Context: an optimization exercise on an open-source flow, tuned for small area, a short achievable clock period and few clock cycles per item. The choices shown serve that exercise and are no tape-out recipe.
Function was checked by simulation only, so behaviour that the tests miss may differ from the original.
Power figures rest on the tool's default switching activity, not on a simulated workload.

==> inputs of run E <==
Design booth, start of the top module:
module booth(clk, rst, inp, mtpr, mtpd, done, adds, subs, prod);
Settings: LEC_CHECK=0, CAP_MARGIN=20, CORE_MARGIN=2, CORE_UTILIZATION=40, PLACE_DENSITY=0.6, SETUP_SLACK_MARGIN=0.3, SLEW_MARGIN=20; clock period 6.0 ns.
standard.sh (not shown) runs the stock make flow with config.mk's settings and CLKGATE_MAP_FILE= SYNTH_SCRIPT=/design/flow/synth_recipe.tcl, a recipe that flattens the netlist after the stock synthesis.
==> flow/flow/run.sh <==
#!/bin/bash
# The standard layout (standard.sh) with two changes:
#  - synthesis runs Yosys's synth with -noabc, so the early "abc -fast" does not remap the
#    generated adder trees before extract_fa; the full adders then come out without the
#    inverters that the remapped polarity needs. Everything else in the synthesis script
#    (synth_recipe.tcl, ORFS synth.tcl, flatten, renaming) is unchanged, so are the registers.
#  - the port buffers that global placement inserts are sky130_fd_sc_hd__buf_4 instead of
#    the delay cell buffer_ports picks by default.
# Each tool's output goes to its own log in this folder (make's to flow_make.log; ORFS
# keeps per-step logs under orfs/logs).
set -euo pipefail
here=$(pwd)
sed 's/yosys synth -nofsm -noshare /yosys synth -nofsm -noshare -noabc /' synth_recipe.tcl > my_synth.tcl
grep -q -- '-noabc' my_synth.tcl
sed "s#SYNTH_SCRIPT=[^ ]*#SYNTH_SCRIPT=$here/my_synth.tcl#" standard.sh > my_standard.sh
grep -q "SYNTH_SCRIPT=$here/my_synth.tcl" my_standard.sh
export BUFFER_PORTS_ARGS="-buffer_cell sky130_fd_sc_hd__buf_4"
bash my_standard.sh > flow_make.log 2>&1
==> run C: changes against run E <==
- SETUP_SLACK_MARGIN: 0.3 -> 1.5
==> qor.log <==
[outcome] run status finished clean
[setup_path] arrival time at the worst endpoint 3.75 ns
[finish] commonest non-fill, non-tap cells in the layout 440 x sky130_fd_sc_hd__xnor2_1, 293 x sky130_fd_sc_hd__buf_4, 281 x sky130_fd_sc_hd__fa_2, 247 x sky130_fd_sc_hd__a22oi_1, 219 x sky130_fd_sc_hd__a22oi_2
[finish] number of multi-input logic gates 1,921
[finish] clock buffer count in the final layout 18
[global_route] Overall Global Routing Usage 30.01%
[routing] met1 wire length 37,480 µm
[finish] non-filler instance count after layout 3,502
That was run C.
==> qor.log <==
[finish] clock buffer count in the final layout 20
[finish] number of multi-input logic gates 1,895
[outcome] run status finished clean
[finish] commonest non-fill, non-tap cells in the layout 529 x sky130_fd_sc_hd__xnor2_1, 473 x sky130_fd_sc_hd__fa_1, 466 x sky130_fd_sc_hd__a22oi_1, 226 x sky130_fd_sc_hd__buf_4, 135 x sky130_fd_sc_hd__ha_1
[finish] final-layout fill cell count 6,214
[cts] Resized Gates After CTS 0
[place] Post-DP Area 28,710 µm²
[setup_path] arrival time at the worst endpoint 5.63 ns
[setup_path] Max FO, Critical Path 16
[routing] met1 wire length 34,630 µm
[global_route] Overall Global Routing Usage 25.61%
[die] tapcell count 873
[cts] total number of clock tree sinks 126
[pwr] power density over cell area 664.7 nW/µm²
[finish] non-filler instance count after layout 3,272
[pwr] Sequential Power Share 14.0%
That was run E.
Testbench counts of run E, summed over its fixed seeds: cycles 2,400, items 2,400.
Testbench counts of run C, summed over its fixed seeds: cycles 2,400, items 2,400.


==> 02-20: inputs <==
booth, a different RTL version from the one above (not shown whole).
## booth
module booth(clk, rst, inp, mtpr, mtpd, done, adds, subs, prod);
Settings: LEC_CHECK=0, ABC_AREA=1, CAP_MARGIN=20, CORE_MARGIN=2, CORE_UTILIZATION=40, PLACE_DENSITY=0.6, SETUP_SLACK_MARGIN=1.1, SLEW_MARGIN=20; clock period 6.0 ns.
Scripts as last shown in full above: flow/flow/run.sh
==> inputs of 06-28, as changes to 02-20 <==
- SETUP_SLACK_MARGIN: 1.1 -> 0.9
==> inputs of 09-06, as changes to 02-20 <==
- SETUP_SLACK_MARGIN: 1.1 -> 1.5
==> reports/metrics.cfg <==
[cells_and_area]
n_clock_buffer=17
nonClockInverterCount=208

[sta]
rsz0062_at_grt=true

[critical_path]
cp-endpoint=q[57]$_DFFE_PP_
cpMaxStageDelayCell=inv_1

[power_and_ir_drop]
p_seq_share_pct=13.8

[global_route]
globalRouteMet1Util_pct=34.3
grt_first_pass_wirelength_um=141000

[status]
status=no timing/DRC/antenna violations

[routing]
route.met2.wl_um=40400
vias_per_cell=5.99

The numbers above come from 02-20.

==> reports/metrics.cfg <==
[sta]
rsz0062_at_grt=true

[cells_and_area]
n_clock_buffer=19
nonClockInverterCount=212

[synthesis]
netlist_instances=2839

[clocking]
root_buffer=clkbuf_16

[status]
status=no timing/DRC/antenna violations

[global_route]
grt_first_pass_wirelength_um=141000
globalRouteMet1Util_pct=33.6

[routing]
vias_per_cell=6.07
route.met2.wl_um=42600

[hold_path]
hold_start=inp

[power_and_ir_drop]
p_seq_share_pct=12.5

[critical_path]
cp-endpoint=q[88]$_DFFE_PP_

The numbers above come from 09-06.

==> reports/metrics.cfg <==
[cells_and_area]
multi_input_area_share_pct=70.9
n_clock_buffer=18

[global_route]
grt_first_pass_wirelength_um=138000
grt_pass1_vias=22900
grt_start_max_net_pins=72

[routing]
route.met2.wl_um=39800
vias_per_cell=5.95

[sta]
rsz0062_at_grt=false
fmax_ghz=0.200

[critical_path]
cp.arrival_ns=5.25
cp-endpoint=q[57]$_DFFE_PP_

[status]
status=no timing/DRC/antenna violations

[power_and_ir_drop]
p_seq_share_pct=13.9

The numbers above come from 06-28.

Testbench counts of 02-20, summed over its fixed seeds: cycles 2,400, items 2,400.
Testbench counts of 06-28, summed over its fixed seeds: cycles 2,400, items 2,400.
Testbench counts of 09-06, summed over its fixed seeds: cycles 2,400, items 2,400.

[static timing again, ports no longer ideal]
The results above use ideal ports. As a check the final layouts listed here were re-extracted and re-timed, cells and wires unchanged.
Step 1 sets driving cells, clkbuf_16 on the clock port and buf_2 on the other inputs (assumed; they add their load-dependent delay and slew).
Step 2 moves the port delays by t, midway between the first and last clock arrival at a register: inputs arrive t later, outputs are due t later. That takes back most of the time a late clock gives input paths.
a / b / c = ideal ports / drivers / drivers and shift; a / b = the first two.
run | shift t [ns] | setup slack, ns | worst setup path at the end | worst slew at a driven data input, ns
run E | 0.544 | 0.593 / 0.610 / 0.065 | input to register | 0.13
run C | 0.562 | 1.046 / 0.973 / 0.560 | input to register | 0.13
02-20 | 0.555 | 1.133 / 1.084 / 0.528 | input to register | 0.20
06-28 | 0.550 | 0.993 / 0.841 / 0.291 | input to register | 0.23
09-06 | 0.556 | 1.494 / 1.425 / 0.869 | input to register | 0.23
After both steps every run listed still meets setup and hold. The setup slack of 06-28, which loses most, moves by -0.152 ns with the drivers and by -0.702 ns with both steps.
